Background: an optimization exercise with open tools, aiming at small area, a short achievable clock period and few clock cycles per item. Do not read the settings as production practice.
RTL that was checked went through simulation tests only; none was proved equivalent to the original.
Only the layout flow was run in run 1; the RTL was not checked for function there.
Power figures rest on the tool's default switching activity, not on a simulated workload.

--- config.mk ---
export PLATFORM = sky130hd
export DESIGN_NAME = processor
export DESIGN_NICKNAME = processor
export VERILOG_FILES = /design/flow/design.v
export SDC_FILE = /design/flow/constraint.sdc
export NUM_CORES = 4
export LEC_CHECK = 0
export CAP_MARGIN = 20
export CORE_MARGIN = 2
export CORE_UTILIZATION = 55
export CTS_BUF_LIST = sky130_fd_sc_hd__clkbuf_4 sky130_fd_sc_hd__clkbuf_8
export SETUP_SLACK_MARGIN = 3.0
export SLEW_MARGIN = 20
export SYNTH_HIERARCHICAL = 1
export SYNTH_MINIMUM_KEEP_SIZE = 0
--- constraint.sdc ---
create_clock -name core_clock -period 7.0 [get_ports {clock}]
set_input_delay 1.4000 -clock core_clock [delete_from_list [all_inputs] [get_ports {clock}]]
set_output_delay 1.4000 -clock core_clock [all_outputs]
set_load 0.01 [all_outputs]
--- design.v ---
module addpfx(input [15:0] x, input [15:0] y, input cin, output [15:0] s);
	wire [15:0] p0 = x ^ y;
	wire [15:0] g0 = (x & y) | {15'd0, p0[0] & cin};
	wire g1_1 = g0[1] | (p0[1] & g0[0]);
	wire p1_1 = p0[1] & p0[0];
	wire g1_2 = g0[2] | (p0[2] & g0[1]);
	wire p1_2 = p0[2] & p0[1];
	wire g1_3 = g0[3] | (p0[3] & g0[2]);
	wire p1_3 = p0[3] & p0[2];
	wire g1_4 = g0[4] | (p0[4] & g0[3]);
	wire p1_4 = p0[4] & p0[3];
	wire g1_5 = g0[5] | (p0[5] & g0[4]);
	wire p1_5 = p0[5] & p0[4];
	wire g1_6 = g0[6] | (p0[6] & g0[5]);
	wire p1_6 = p0[6] & p0[5];
	wire g1_7 = g0[7] | (p0[7] & g0[6]);
	wire p1_7 = p0[7] & p0[6];
	wire g1_8 = g0[8] | (p0[8] & g0[7]);
	wire p1_8 = p0[8] & p0[7];
	wire g1_9 = g0[9] | (p0[9] & g0[8]);
	wire p1_9 = p0[9] & p0[8];
	wire g1_10 = g0[10] | (p0[10] & g0[9]);
	wire p1_10 = p0[10] & p0[9];
	wire g1_11 = g0[11] | (p0[11] & g0[10]);
	wire p1_11 = p0[11] & p0[10];
	wire g1_12 = g0[12] | (p0[12] & g0[11]);
	wire p1_12 = p0[12] & p0[11];
	wire g1_13 = g0[13] | (p0[13] & g0[12]);
	wire p1_13 = p0[13] & p0[12];
	wire g1_14 = g0[14] | (p0[14] & g0[13]);
	wire p1_14 = p0[14] & p0[13];
	wire g1_15 = g0[15] | (p0[15] & g0[14]);
	wire p1_15 = p0[15] & p0[14];
	wire g2_2 = g1_2 | (p1_2 & g0[0]);
	wire p2_2 = p1_2 & p0[0];
	wire g2_3 = g1_3 | (p1_3 & g1_1);
	wire p2_3 = p1_3 & p1_1;
	wire g2_4 = g1_4 | (p1_4 & g1_2);
	wire p2_4 = p1_4 & p1_2;
	wire g2_5 = g1_5 | (p1_5 & g1_3);
	wire p2_5 = p1_5 & p1_3;
	wire g2_6 = g1_6 | (p1_6 & g1_4);
	wire p2_6 = p1_6 & p1_4;
	wire g2_7 = g1_7 | (p1_7 & g1_5);
	wire p2_7 = p1_7 & p1_5;
	wire g2_8 = g1_8 | (p1_8 & g1_6);
	wire p2_8 = p1_8 & p1_6;
	wire g2_9 = g1_9 | (p1_9 & g1_7);
	wire p2_9 = p1_9 & p1_7;
	wire g2_10 = g1_10 | (p1_10 & g1_8);
	wire p2_10 = p1_10 & p1_8;
	wire g2_11 = g1_11 | (p1_11 & g1_9);
	wire p2_11 = p1_11 & p1_9;
	wire g2_12 = g1_12 | (p1_12 & g1_10);
	wire p2_12 = p1_12 & p1_10;
	wire g2_13 = g1_13 | (p1_13 & g1_11);
	wire p2_13 = p1_13 & p1_11;
	wire g2_14 = g1_14 | (p1_14 & g1_12);
	wire p2_14 = p1_14 & p1_12;
	wire g2_15 = g1_15 | (p1_15 & g1_13);
	wire p2_15 = p1_15 & p1_13;
	wire g3_4 = g2_4 | (p2_4 & g0[0]);
	wire p3_4 = p2_4 & p0[0];
	wire g3_5 = g2_5 | (p2_5 & g1_1);
	wire p3_5 = p2_5 & p1_1;
	wire g3_6 = g2_6 | (p2_6 & g2_2);
	wire p3_6 = p2_6 & p2_2;
	wire g3_7 = g2_7 | (p2_7 & g2_3);
	wire p3_7 = p2_7 & p2_3;
	wire g3_8 = g2_8 | (p2_8 & g2_4);
	wire p3_8 = p2_8 & p2_4;
	wire g3_9 = g2_9 | (p2_9 & g2_5);
	wire p3_9 = p2_9 & p2_5;
	wire g3_10 = g2_10 | (p2_10 & g2_6);
	wire p3_10 = p2_10 & p2_6;
	wire g3_11 = g2_11 | (p2_11 & g2_7);
	wire p3_11 = p2_11 & p2_7;
	wire g3_12 = g2_12 | (p2_12 & g2_8);
	wire p3_12 = p2_12 & p2_8;
	wire g3_13 = g2_13 | (p2_13 & g2_9);
	wire p3_13 = p2_13 & p2_9;
	wire g3_14 = g2_14 | (p2_14 & g2_10);
	wire p3_14 = p2_14 & p2_10;
	wire g3_15 = g2_15 | (p2_15 & g2_11);
	wire p3_15 = p2_15 & p2_11;
	wire g4_8 = g3_8 | (p3_8 & g0[0]);
	wire p4_8 = p3_8 & p0[0];
	wire g4_9 = g3_9 | (p3_9 & g1_1);
	wire p4_9 = p3_9 & p1_1;
	wire g4_10 = g3_10 | (p3_10 & g2_2);
	wire p4_10 = p3_10 & p2_2;
	wire g4_11 = g3_11 | (p3_11 & g2_3);
	wire p4_11 = p3_11 & p2_3;
	wire g4_12 = g3_12 | (p3_12 & g3_4);
	wire p4_12 = p3_12 & p3_4;
	wire g4_13 = g3_13 | (p3_13 & g3_5);
	wire p4_13 = p3_13 & p3_5;
	wire g4_14 = g3_14 | (p3_14 & g3_6);
	wire p4_14 = p3_14 & p3_6;
	wire g4_15 = g3_15 | (p3_15 & g3_7);
	wire p4_15 = p3_15 & p3_7;
	wire [15:0] c = {g4_14, g4_13, g4_12, g4_11, g4_10, g4_9, g4_8, g3_7, g3_6, g3_5, g3_4, g2_3, g2_2, g1_1, g0[0], cin};
	assign s = p0 ^ c;
endmodule
module pcnext(pc, foff, seq, pred);
	input [5:0] pc;          
	input [5:0] foff;        
	output [5:0] seq;        
	output [5:0] pred;       
	assign seq = pc + 6'd1;
	assign pred = pc + foff;
endmodule
module processor (clock, reset, instr, pc, bus, bus_valid, exit);
	input clock;
	input reset;             
	input [15:0] instr;      
	output reg [5:0] pc;     
	output [15:0] bus;
	output bus_valid;
	output exit;
	reg [2:0] op;            
	reg [7:0] sa, sb;        
	reg [7:0] sna, snb;      
	reg [9:0] lo;            
	reg [5:0] alt;           
	reg valid;               
	reg halted;              
	wire [15:0] imm = {{6{lo[9]}}, lo};
	wire [5:0] off = lo[5:0];
	wire ex = valid & ~halted;
	reg [15:0] r0, r1, r2, r3, r4, r5, r6, r7;
	wire [7:0] ra_lo = ({8{sa[0]}} & r0[7:0]) | ({8{sa[1]}} & r1[7:0]) | ({8{sa[2]}} & r2[7:0]) | ({8{sa[3]}} & r3[7:0]) |
	                   ({8{sa[4]}} & r4[7:0]) | ({8{sa[5]}} & r5[7:0]) | ({8{sa[6]}} & r6[7:0]) | ({8{sa[7]}} & r7[7:0]);
	wire [7:0] rb_lo = ({8{sb[0]}} & r0[7:0]) | ({8{sb[1]}} & r1[7:0]) | ({8{sb[2]}} & r2[7:0]) | ({8{sb[3]}} & r3[7:0]) |
	                   ({8{sb[4]}} & r4[7:0]) | ({8{sb[5]}} & r5[7:0]) | ({8{sb[6]}} & r6[7:0]) | ({8{sb[7]}} & r7[7:0]);
	wire [7:0] ra_hi = ({8{sna[0]}} | r0[15:8]) & ({8{sna[1]}} | r1[15:8]) & ({8{sna[2]}} | r2[15:8]) & ({8{sna[3]}} | r3[15:8]) &
	                   ({8{sna[4]}} | r4[15:8]) & ({8{sna[5]}} | r5[15:8]) & ({8{sna[6]}} | r6[15:8]) & ({8{sna[7]}} | r7[15:8]);
	wire [7:0] rb_hi = ({8{snb[0]}} | r0[15:8]) & ({8{snb[1]}} | r1[15:8]) & ({8{snb[2]}} | r2[15:8]) & ({8{snb[3]}} | r3[15:8]) &
	                   ({8{snb[4]}} | r4[15:8]) & ({8{snb[5]}} | r5[15:8]) & ({8{snb[6]}} | r6[15:8]) & ({8{snb[7]}} | r7[15:8]);
	wire [15:0] ra = {ra_hi, ra_lo};
	wire [15:0] rb = {rb_hi, rb_lo};
	wire sub = (op == 3'b001);
	wire [15:0] sum;
	addpfx u_add (.x(ra), .y(rb ^ {16{sub}}), .cin(sub), .s(sum));
	wire s_sum = ~reset & (op == 3'b000 | op == 3'b001);
	wire s_nan = ~reset & (op == 3'b010);
	wire s_imm = ~reset & (op == 3'b101);
	wire s_rep = ~reset & (op == 3'b111);
	wire [15:0] wd = ({16{s_sum}} & sum) | ({16{s_nan}} & ~(ra & rb)) |
	                 ({16{s_imm}} & imm) | ({16{s_rep}} & rb);
	wire wr = ex & (op == 3'b000 | op == 3'b001 | op == 3'b010 | op == 3'b101 | op == 3'b111);
	wire [7:0] we = {8{reset}} | ({8{wr}} & sa);
	always @(posedge clock) begin
		if (we[0]) r0 <= wd;
		if (we[1]) r1 <= wd;
		if (we[2]) r2 <= wd;
		if (we[3]) r3 <= wd;
		if (we[4]) r4 <= wd;
		if (we[5]) r5 <= wd;
		if (we[6]) r6 <= wd;
		if (we[7]) r7 <= wd;
	end
	wire pred_ex = (op == 3'b110) & off[5];
	wire taken = (ra == 16'd0) & (off != 6'd0);
	wire redirect = ex & (op == 3'b110) & (taken != pred_ex);
	wire pred = (instr[15:13] == 3'b110) & instr[5];
	wire [5:0] pc_seq, pc_pred;
	pcnext u_pcnext (.pc(pc), .foff(instr[5:0]), .seq(pc_seq), .pred(pc_pred));
	always @(posedge clock) begin
		op <= instr[15:13];
		sa <= 8'd1 << instr[12:10];
		sb <= 8'd1 << instr[9:7];
		sna <= ~(8'd1 << instr[12:10]);
		snb <= ~(8'd1 << instr[9:7]);
		lo <= instr[9:0];
		alt <= pred ? pc_seq : pc_pred;
		if (reset) begin
			pc <= 6'd0;
			valid <= 1'b0;
			halted <= 1'b0;
		end else begin
			pc <= redirect ? alt : pred ? pc_pred : pc_seq;
			valid <= ~redirect;
			if (ex & (op == 3'b011)) halted <= 1'b1;
		end
	end
	assign bus = ra;
	assign bus_valid = ex & (op == 3'b100);
	assign exit = halted | (ex & (op == 3'b011));
endmodule
--- run.sh ---
#!/bin/bash
# synth_recipe.tcl (not shown) runs the flow's synth.tcl, then flattens the netlist and writes it again
# the make line also repeats each setting of config.mk as NAME=value (left out here)
make -C /OpenROAD-flow-scripts/flow DESIGN_CONFIG=/design/flow/config.mk WORK_HOME=/design/flow/orfs CLKGATE_MAP_FILE= SYNTH_SCRIPT=/design/flow/synth_recipe.tcl finish
==> flow_summary.toml, run 1 <==
[status]
status = "complete, no violations"

[worst_setup_path]
worstPathMaxFanout = 8
cp-startpoint = "sna[2]"
crit_path_end_kind = "output port"
rrSetupSlack_ns = 3.13
r2r_cells = 11
crit_required_ns = 5.60
endpoint = "bus[13]"
crit_path_start_kind = "flop"
crit_type = "reg2out"
crit_arrival_ns = 2.51
r2r_start = "snb[3]"
reg2reg_to = "r2[15]"

[yosys]
synth-edff-count = 128
synth-seq-cells = 187
syn_nets = 740
synthCells = 699
ys_warn_count = 7
syn_avg_cell_area_um2 = 12.1
yosys-top-cells-count = "edfxtp_1, o22ai_1, a22oi_1"
ys_async_sr_fraction_pct = 0
synth_most_common_cell = "edfxtp_1"
synth_top_cell_by_area = "edfxtp_1"
ys.flop_type = "edfxtp_1"
synth_cell_types = 60
synth_area_um2 = 8470
synth_top_area_share_pct = 45.4
yosys-top-cells-area = "edfxtp_1, dfxtp_1, a22oi_1, o22ai_1, ha_1"
yosysSeqAreaShare_pct = 59.3

[min_path]
hp-class = "reg2reg"
hold-path-cell-count = 2

[sta]
worst_pin_slew_ns = 1.11
period_needed_ns = 3.91
slew_viol_final = 0
max_slew_margin_pct = 26.3
min_period_over_period_pct = 55.9
hold_viol_final = 0
setup_viol = 0
rsz0062_at_grt = "false"
fin_setup_tns_ns = 0
clock.fmax_mhz = 256
skew_ns = 0.0121

[placed_design]
dp_hpwl_um = 16100
gp_congestion = 0.912
port_buffers = 41
postPlaceCellArea_um2 = 8960
dp_cells = 888

[floorplan]
fp.dieW_um = 128
dieArea_um2 = 16400
coreArea_um2 = 15100
rows = 45
fp.dieH_um = 128
start_util_pct = 55.9
pin_count = 42

[pwr]
combPwrFrac_pct = 20.9
powerDensity_nw_per_um2 = 290
total_power_mw = 2.74
p_sw_mw = 0.830
switching_share_pct = 30.3
p_int_mw = 1.91
p_leak_nw = 3.60
seqPwrFrac_pct = 52.5
p_clk_share_pct = 26.6
max-vdd-ir-drop_v = 0.000177

[clock_tree]
clkTransAtPathRegs_ns = 0.10
cts-htree-levels = 4
clk_path_buf_depth = 2
cts_tree = "done"
clock_latency_ns = 0.47
cts_buffers = 17
cts.sinks = 187
ctsRootBufferMaster = "clkbuf_8"
postCtsHoldBufs = 0

[route]
viasPerCell = 6.91
vias = 6359
drt-wirelength-per-cell_um = 26.4
first_pass_iters = 12
ant_nets = 0
drt-initial-drc-count = 660
drc = 0
drt-total-wl_um = 24300

[global_route]
grtUsageTotal_pct = 30.4
grt_pass1_vias = 6207
grt_pass1_wl_um = 36300
grt_max_degree = 20
antenna_found_initial = 0
overflow = 0

[finish]
final_area_um2 = 9430
final_util_pct = 62.2
diodes = 0
final_cells = 920
final_layout_size_suffix_gt1_share_pct = 10.2
area_growth_pct = 11.3
nNetsFinal = 760

[flow_run]
cap_violations = 0
-- Yosys stat by module, one instance, submodules excluded --
module,cell area [um^2],flip-flops and latches,copies in the design,cells
processor,7430,187,1,569
pcnext,259,0,1,29
addpfx,777,0,1,101
-- cells by family (layout without fill, tap and decap cells) --
family | Yosys count | after routing | synth area share (%)
AOI/OAI and AO/OA | 210 | 210 | 18.2
DFF | 187 | 187 | 59.3
and+or+nand+nor | 160 | 160 | 9.73
buffers and inverters | 69 | 102 | 3.65
xor gates and xnor gates | 37 | 37 | 3.83
adders and majority gates | 23 | 23 | 3.66
muxes | 13 | 13 | 1.62
-- layout by cell type (no fill, tap or decap), types with 12 or more instances in the layout --
master	netlist	layout
a22oi_1	63	63
a21o_1	13	13
clkdlybuf4s50_1	0	41
nand2_1	61	61
nand3_1	12	12
o22ai_1	64	64
dfxtp_1	59	59
nor4_1	21	13
nor2_1	12	12
ha_1	20	20
edfxtp_1	128	128
xnor2_1	15	15
xor2_1	22	22
inv_1	23	23
nand4_1	20	20
clkbuf_8	0	18
a21oi_1	18	18
-- power by group through the flow --
| stage | Sequential (mW) | Clock, mW | Combinational, mW |
|---|---|---|---|
| after floorplan | 1.40 | 0 | 0.410 |
| after global placement | 1.45 | 0 | 0.545 |
| after detailed placement | 1.45 | 0 | 0.556 |
| after CTS | 1.43 | 0.740 | 0.561 |
| after global routing | 1.44 | 0.783 | 0.628 |
| final | 1.43 | 0.728 | 0.572 |
-- metrics by stage --
stage	setup slack [ns]	hold slack (ns)
detailed placement	3.15	0.508
global placement	3.21	0.491
floorplan	3.39	0.483
finish	3.09	0.521
global route	3.01	0.539
CTS	3.03	0.521
-- critical path, cell delays in order, from the launching register on --
cell	delay [ns]
dfxtp_1	0.60
o22ai_1	0.18
nor4_2	0.61
clkdlybuf4s50_1	0.66
-- per-layer routing --
layer	part of all wire [%]	global-route usage, %
met1	38	37.3
met2	47	50.3
met3	9.0	6.55
met4	5.4	16.9
met5	0	0.929
-- cell type report --
cell class	count	area, um^2
clock buffers	18	248
multi-input cells	443	3220
well taps	188	235
inverters	23	86.3
clock inverters	14	161
fillers	1165	5720
repair buffers	47	455
flip-flops and latches	187	5020
-- repair_timing --
item,CTS,global route
endpoints found under the setup margin,5,11
setup buffers,0,0
gates resized for setup,5,4
-- worst min-delay path by stage --
stage                start     to  slack (ns)
detailed placement  alt[1]  pc[1]        0.51
CTS                 alt[1]  pc[1]        0.52
global route        alt[1]  pc[1]        0.54
global placement    alt[4]  pc[4]        0.49
finish              alt[1]  pc[1]        0.52
floorplan           alt[0]  pc[0]        0.48
-- state kept, by name, summed over array words and instances (netlist names), 8 cells and up --
register and flops:
r7 16, snb 8, r3 16, sna 8
r6 16, r1 16, r0 16, lo 10
r4 16, r5 16, sa 8, sb 8
r2 16
==> run 2, diff against run 1 <==
--- a/design.v
+++ b/design.v
@@ -122,3 +122,2 @@
 	reg [7:0] sa, sb;        
-	reg [7:0] sna, snb;      
 	reg [9:0] lo;            
@@ -131,12 +130,6 @@
 	reg [15:0] r0, r1, r2, r3, r4, r5, r6, r7;
-	wire [7:0] ra_lo = ({8{sa[0]}} & r0[7:0]) | ({8{sa[1]}} & r1[7:0]) | ({8{sa[2]}} & r2[7:0]) | ({8{sa[3]}} & r3[7:0]) |
-	                   ({8{sa[4]}} & r4[7:0]) | ({8{sa[5]}} & r5[7:0]) | ({8{sa[6]}} & r6[7:0]) | ({8{sa[7]}} & r7[7:0]);
-	wire [7:0] rb_lo = ({8{sb[0]}} & r0[7:0]) | ({8{sb[1]}} & r1[7:0]) | ({8{sb[2]}} & r2[7:0]) | ({8{sb[3]}} & r3[7:0]) |
-	                   ({8{sb[4]}} & r4[7:0]) | ({8{sb[5]}} & r5[7:0]) | ({8{sb[6]}} & r6[7:0]) | ({8{sb[7]}} & r7[7:0]);
-	wire [7:0] ra_hi = ({8{sna[0]}} | r0[15:8]) & ({8{sna[1]}} | r1[15:8]) & ({8{sna[2]}} | r2[15:8]) & ({8{sna[3]}} | r3[15:8]) &
-	                   ({8{sna[4]}} | r4[15:8]) & ({8{sna[5]}} | r5[15:8]) & ({8{sna[6]}} | r6[15:8]) & ({8{sna[7]}} | r7[15:8]);
-	wire [7:0] rb_hi = ({8{snb[0]}} | r0[15:8]) & ({8{snb[1]}} | r1[15:8]) & ({8{snb[2]}} | r2[15:8]) & ({8{snb[3]}} | r3[15:8]) &
-	                   ({8{snb[4]}} | r4[15:8]) & ({8{snb[5]}} | r5[15:8]) & ({8{snb[6]}} | r6[15:8]) & ({8{snb[7]}} | r7[15:8]);
-	wire [15:0] ra = {ra_hi, ra_lo};
-	wire [15:0] rb = {rb_hi, rb_lo};
+	wire [15:0] ra = ({16{sa[0]}} & r0) | ({16{sa[1]}} & r1) | ({16{sa[2]}} & r2) | ({16{sa[3]}} & r3) |
+	                 ({16{sa[4]}} & r4) | ({16{sa[5]}} & r5) | ({16{sa[6]}} & r6) | ({16{sa[7]}} & r7);
+	wire [15:0] rb = ({16{sb[0]}} & r0) | ({16{sb[1]}} & r1) | ({16{sb[2]}} & r2) | ({16{sb[3]}} & r3) |
+	                 ({16{sb[4]}} & r4) | ({16{sb[5]}} & r5) | ({16{sb[6]}} & r6) | ({16{sb[7]}} & r7);
 	wire sub = (op == 3'b001);
@@ -172,4 +165,2 @@
 		sb <= 8'd1 << instr[9:7];
-		sna <= ~(8'd1 << instr[12:10]);
-		snb <= ~(8'd1 << instr[9:7]);
 		lo <= instr[9:0];
--- a/config.mk
+++ b/config.mk
@@ -9,3 +9,3 @@
 export CORE_MARGIN = 2
-export CORE_UTILIZATION = 55
+export CORE_UTILIZATION = 70
 export CTS_BUF_LIST = sky130_fd_sc_hd__clkbuf_4 sky130_fd_sc_hd__clkbuf_8
==> run 2 against run 1 <==
- cell count fell by 8.2%
- critical path depth up 10
- synthesized area decreased by 2.2%
- worst setup slack better by 0.11 ns
- hold slack got worse by 0.010 ns
- sequential power decreased by 8%
- first-iteration DRC count up 48%
==> flow_summary.toml, run 2 <==
[finish]
final_common_cell = "edfxtp_1"
final_cells = 845
nNetsFinal = 730
final_layout_size_suffix_gt1_share_pct = 11.7
diodes = 0
fillCellCount = 684
final_cell_mix = "edfxtp_1, a22oi_1, nand2_1"
area_growth_pct = 9.36

[yosys]
ys_async_sr_fraction_pct = 0
yosys-top-cells-count = "edfxtp_1, a22oi_1, nand2_1"
synth-seq-cells = 171
yosys-top-cells-area = "edfxtp_1, a22oi_1, dfxtp_1, ha_1, nand2_1"
yosysSeqAreaShare_pct = 56.8
syn_nets = 707
synth-edff-count = 128
synth_top_area_share_pct = 46.4
ys_warn_count = 7
synth_most_common_cell = "edfxtp_1"
synth_cell_types = 56
synth_top_cell_by_area = "edfxtp_1"
synthCells = 666
ys.flop_type = "edfxtp_1"
syn_avg_cell_area_um2 = 12.4
synth_area_um2 = 8290

[floorplan]
fp.dieW_um = 113
rows = 39
fp.dieH_um = 113
dieArea_um2 = 12700
coreArea_um2 = 11500
pin_count = 42
start_util_pct = 72.3

[pwr]
max-vdd-ir-drop_v = 0.000210
switching_share_pct = 30.4
powerDensity_nw_per_um2 = 276
combPwrFrac_pct = 20.9
seqPwrFrac_pct = 52.5
p_clk_share_pct = 26.5
p_sw_mw = 0.760
p_leak_nw = 3.35
p_int_mw = 1.74
total_power_mw = 2.50

[route]
ant_nets = 0
drt-wirelength-per-cell_um = 27.3
viasPerCell = 7.64
drt-initial-drc-count = 978
drt-total-wl_um = 23100
vias = 6460
first_pass_iters = 7
drc = 0

[worst_setup_path]
crit_arrival_ns = 3.98
crit_type = "reg2reg"
crit_required_ns = 7.18
worstPathMaxFanout = 16
crit_path_end_kind = "flop"
crit_path_start_kind = "flop"

[placed_design]
dp_hpwl_um = 14000
dp_cells = 813
gp_congestion = 0.967
dpl_worst_slack_ns = 3.03
port_buffers = 41

[sta]
clock.fmax_mhz = 263
fin_setup_tns_ns = 0
setup_slack_ns = 3.20
skew_ns = 0.0139
worst_pin_slew_ns = 1.13
period_needed_ns = 3.80
min_period_over_period_pct = 54.3
max_slew_margin_pct = 24.9
hold_viol_final = 0
whs_ns = 0.511
setup_viol = 0
rsz0062_at_grt = "false"
slew_viol_final = 0

[clock_tree]
post-cts-setup-buffers = 0
cts_tree = "done"
clock_latency_ns = 0.47
clk_path_buf_depth = 2
clkTransAtPathRegs_ns = 0.09
postCtsHoldBufs = 0
cts_buffers = 17
ctsRootBufferMaster = "clkbuf_8"
cts.sinks = 171
cts-htree-levels = 4

[global_route]
grt_max_degree = 20
grt_pass1_vias = 6279
overflow = 0
antenna_found_initial = 0
grt_pass1_wl_um = 35000
grtUsageTotal_pct = 37.3

[min_path]
hp-class = "reg2reg"

[flow_run]
cap_violations = 0

[status]
status = "complete, no violations"
## run 2: cell count changes after synthesis, sizes merged, moves of 6 or more
| cell | previous run | this run |
|---|---|---|
| o22ai | 64 | 0 |
| nand4 | 20 | 36 |
| dfxtp | 59 | 43 |
| buf | 14 | 20 |
| nor3b | 1 | 7 |
| a22oi | 64 | 128 |
| clkbuf | 32 | 26 |
| inv | 23 | 7 |
| nor4 | 21 | 5 |
## run 2: critical path, cell delays in order (launching register included)
cell	delay, ns
dfxtp_2	0.73
a22oi_1	0.14
nand4_1	0.19
xor2_1	0.22
fa_1	0.24
inv_1	0.06
fa_1	0.40
nor2b_1	0.24
o2111ai_2	0.19
a21oi_2	0.30
o31ai_1	0.14
xnor2_1	0.15
a221oi_1	0.27
nand2_1	0.20
## run 2: metal layers
| metal | share of wire (%) | wire length [um] | GRT usage (%) | up-vias |
|---|---|---|---|---|
| met5 | 0 | 0 | 0 | - |
| met3 | 14 | 3260 | 11.2 | 123 |
| met4 | 5.0 | 1160 | 20.4 | 0 |
| met1 | 35 | 8130 | 48.4 | 3055 |
| met2 | 46 | 10600 | 56.9 | 572 |
| li1 | - | - | - | 2710 |
## run 2: stage by stage
stage / utilization, % / area [um^2]
after floorplan: - / 8290
final: 79.0 / 9060
after global routing: 79.0 / 9060
after CTS: 78.9 / 9050
after global placement: 75.5 / 8650
after detailed placement: 75.5 / 8660
## run 2: worst paths after layout
| path | start | endpoint | slack, ns | cells after the start |
|---|---|---|---|---|
| worst min register to register | alt[0] | pc[0] | 0.51 | 2 |
| worst min-delay path | alt[0] | pc[0] | 0.51 | 2 |
| worst max-delay path | sb[7] | r7[14] | 3.20 | 13 |
| worst max register to register | sb[7] | r7[14] | 3.20 | 13 |
## run 2: power by group through the flow
| stage | logic (mW) | registers (mW) | clock network [mW] |
|---|---|---|---|
| final | 0.524 | 1.32 | 0.664 |
| after global routing | 0.566 | 1.32 | 0.708 |
| after CTS | 0.512 | 1.31 | 0.666 |
| after detailed placement | 0.508 | 1.33 | 0 |
| after global placement | 0.491 | 1.32 | 0 |
| after floorplan | 0.375 | 1.29 | 0 |
## run 2: cell families after synthesis
logic type / count (synthesis) / share of synthesized area [%]
DFF: 171 / 56.8
adders and majority gates: 23 / 3.75
xor gates and xnor gates: 37 / 3.91
and+or+nand+nor: 159 / 10.1
buffers and inverters: 53 / 3.93
muxes: 13 / 1.66
AOI/OAI and AO/OA: 210 / 19.9
## run 2: Yosys stat by module (local to each module, per instance)
module     times used  cell area [um^2]  cells inside  flops+latches
addpfx              1               777           101              0
pcnext              1               259            29              0
processor           1              7250           536            171
## run 2: timing repair
action | CTS | global route
endpoints found under the setup margin | 25 | 79
pin swaps | 0 | 0
cloned | 0 | 0
resized for setup | 6 | 5
## run 2: final cells by class
class                   count  area [um^2]  area share (%)
clock buffers              20          269            2.97
clock inverters            12          114            1.26
inverters                   7         26.3           0.290
multi-input cells         442         3280            36.2
flip-flops and latches    171         4720            52.1
well taps                 143          179            1.97
repair buffers             50          478            5.27
Testbench counts of run 2, summed over its fixed seeds: cycles 45,298, instructions 43,963.
==> run 3, diff against run 2 <==
--- a/config.mk
+++ b/config.mk
@@ -9,3 +9,3 @@
 export CORE_MARGIN = 2
-export CORE_UTILIZATION = 70
+export CORE_UTILIZATION = 55
 export CTS_BUF_LIST = sky130_fd_sc_hd__clkbuf_4 sky130_fd_sc_hd__clkbuf_8
==> run 3 against run 2 <==
- cell count rose by 5.8%
- synthesized cell count did not move
- total power rose by 0.88%
- combinational power rose by 2%
- design area rose by 1.2%
==> flow_summary.toml, run 3 <==
[sta]
whs_ns = 0.510
worst_pin_slew_ns = 1.14
period_needed_ns = 3.69
fin_setup_tns_ns = 0
skew_ns = 0.0131
setup_viol = 0
min_period_over_period_pct = 52.7
max_slew_margin_pct = 24.0
rsz0062_at_grt = "false"
hold_viol_final = 0
slew_viol_final = 0
clock.fmax_mhz = 271

[floorplan]
fp.dieH_um = 127
dieArea_um2 = 16100
start_util_pct = 56.6
fp.dieW_um = 127
rows = 44
coreArea_um2 = 14600
pin_count = 42

[clock_tree]
cts_buffers = 17
cts_tree = "done"
postCtsHoldBufs = 0
clk_path_buf_depth = 2
cts-htree-levels = 4
cts.sinks = 171
clock_latency_ns = 0.47
clkTransAtPathRegs_ns = 0.09
ctsRootBufferMaster = "clkbuf_8"

[worst_setup_path]
worstPathMaxFanout = 10
crit_path_start_kind = "flop"
crit_arrival_ns = 3.86
crit_path_end_kind = "flop"
crit_type = "reg2reg"
crit_required_ns = 7.17

[global_route]
groute.layer.met2.usage_pct = 47.9
gr-usage-met3_pct = 8.86
top_usage_layer = "met2"
antenna_found_initial = 0
grt_max_degree = 20
overflow = 0
grtUsageMet1_pct = 39.4
grt_pass1_wl_um = 36400
grt_pass1_vias = 6330
grtUsageTotal_pct = 30.6

[finish]
final_util_pct = 62.6
seqCellArea_um2 = 4710
nNetsFinal = 738
area_growth_pct = 10.6
final_cells = 894
final_layout_size_suffix_gt1_share_pct = 12.0
diodes = 0
final_common_cell = "edfxtp_1"
final_cell_mix = "edfxtp_1, a22oi_1, nand2_1"
fillCellCount = 1177
multi_input_area_um2 = 3280

[placed_design]
gp_congestion = 0.864
port_buffers = 41
dp_cells = 862
dp_hpwl_um = 14900

[pwr]
p_leak_nw = 3.39
powerDensity_nw_per_um2 = 276
total_power_mw = 2.53
max-vdd-ir-drop_v = 0.000147

[yosys]
syn_nets = 707
synth_most_common_cell = "edfxtp_1"
ys.flop_type = "edfxtp_1"
synthCells = 666
synth_top_family_by_area = "compound AO/OA/AOI/OAI gates"
yosys-top-cells-area = "edfxtp_1, a22oi_1, dfxtp_1, ha_1, nand2_1"
synth_top_area_share_pct = 46.4
synth_cell_types = 56
ys_async_sr_fraction_pct = 0
yosysSeqAreaShare_pct = 56.8
post_synth_xor_area_fraction_pct = 3.91
yosys-top-cells-count = "edfxtp_1, a22oi_1, nand2_1"
ys_warn_count = 7
synthAdderAreaFrac_pct = 3.75
synth-seq-cells = 171
syn_avg_cell_area_um2 = 12.4
yosys.area_share.simple_pct = 10.1
synth_compound_area_share_pct = 19.9
synth.area.mux_share_pct = 1.66
synth_top_cell_by_area = "edfxtp_1"
synth-edff-count = 128
synth_area_um2 = 8290

[route]
drt-wirelength-per-cell_um = 27.2
drt-total-wl_um = 24300
viasPerCell = 7.11
vias = 6354
first_pass_iters = 5
drc = 0
ant_nets = 0
drt-initial-drc-count = 961

[status]
status = "complete, no violations"

[flow_run]
cap_violations = 0

[min_path]
hp-class = "reg2reg"
==> run 3: cell types whose count changed in the layout (fill, tap and decap cells not counted) <==
cell,delta
buf_4,+8
clkbuf_8,-1
clkinv_1,-1
clkinv_4,-4
clkinvlp_4,+1
dfxtp_1,+6
dfxtp_2,-6
inv_6,+4
inv_8,+1
==> run 3: final timing paths <==
check,end,start,slack [ns],cells past startpoint
hold reg to reg,pc[0],alt[0],0.51,2
setup reg to reg,r1[14],sb[3],3.31,14
hold / removal,pc[0],alt[0],0.51,2
setup / recovery,r1[14],sb[3],3.31,14
==> run 3: power by group <==
part	switching (mW)	internal (mW)	total, mW
registers	0.0756	1.23	1.30
clock network	0.382	0.304	0.685
logic	0.327	0.211	0.537
==> run 3: worst max-delay path, stage by stage, from the launching register on <==
cell and delay, ns:
dfxtp_2 0.54, buf_4 0.25, a22oi_1 0.10, nand4_1 0.15
xor2_1 0.22, fa_1 0.23, inv_1 0.06, fa_1 0.40
nor2b_1 0.20, o2111ai_2 0.18, a21oi_2 0.27, o31ai_1 0.12
xnor2_1 0.14, a221oi_1 0.30, nand2_1 0.22
==> run 3: area by class of cell <==
cell class              count  share of cell area (%)
flip-flops and latches    171                    51.4
multi-input cells         442                    35.7
repair buffers             58                    5.87
clock buffers              19                    2.78
well taps                 184                    2.51
clock inverters            13                    1.41
inverters                   7                   0.287
==> run 3: logic make-up (layout without fill, tap and decap cells) <==
family,after synthesis,count (layout)
muxes,13,13
and+or+nand+nor,159,159
xor gates and xnor gates,37,37
AOI/OAI and AO/OA,210,210
buffers and inverters,53,97
adders and majority gates,23,23
DFF,171,171
==> run 3: through the flow <==
step	setup WS (ns)	area [um^2]
CTS	3.01	9160
finish	3.31	9170
global route	3.01	9170
global placement	3.20	8770
floorplan	3.37	8290
detailed placement	3.15	8780
==> run 3: Yosys stat by module (local to each module, per instance) <==
module     times used  flip-flops and latches  cell area (um^2)
processor           1                     171              7250
pcnext              1                       0               259
addpfx              1                       0               777
==> run 3: routing by layer <==
layer	part of all wire, %	vias up
met4	4.1	0
met3	11	91
met5	0	-
li1	-	2737
met1	39	3078
met2	45	448
==> run 3: what timing repair did <==
action / 4_1_cts / 5_1_grt
gates resized for setup: 0 / 5
buffers inserted: 0 / 0
endpoints found under the setup margin: 0 / 50
endpoints found under the hold margin: 0 / 0

==> separate check: timing with driven ports <==
Ports are ideal in the flow. The routed layouts listed here were re-timed in OpenROAD. Step 1: set_driving_cell puts a clkbuf_16 on clock and a buf_2 on each other input, an assumption about the parent block. Step 2 also shifts input and output timing later by t, the mid clock arrival at the registers, as if the neighbouring blocks saw the same clock. Three values: no drivers, after step 1, after step 2; two values: the first two.
| run | t (ns) | setup WS [ns] | worst data-port slew with drivers (ns) |
|---|---|---|---|
| run 1 | 0.502 | 3.088 / 3.049 / 3.129 | 0.04 |
| run 2 | 0.503 | 3.199 / 3.199 / 3.067 | 0.04 |
| run 3 | 0.502 | 3.310 / 3.274 / 3.113 | 0.04 |
After both steps setup and hold are still met in every run listed. The setup slack of run 3, which loses most, moves by -0.036 ns with the drivers and by -0.197 ns with both steps.
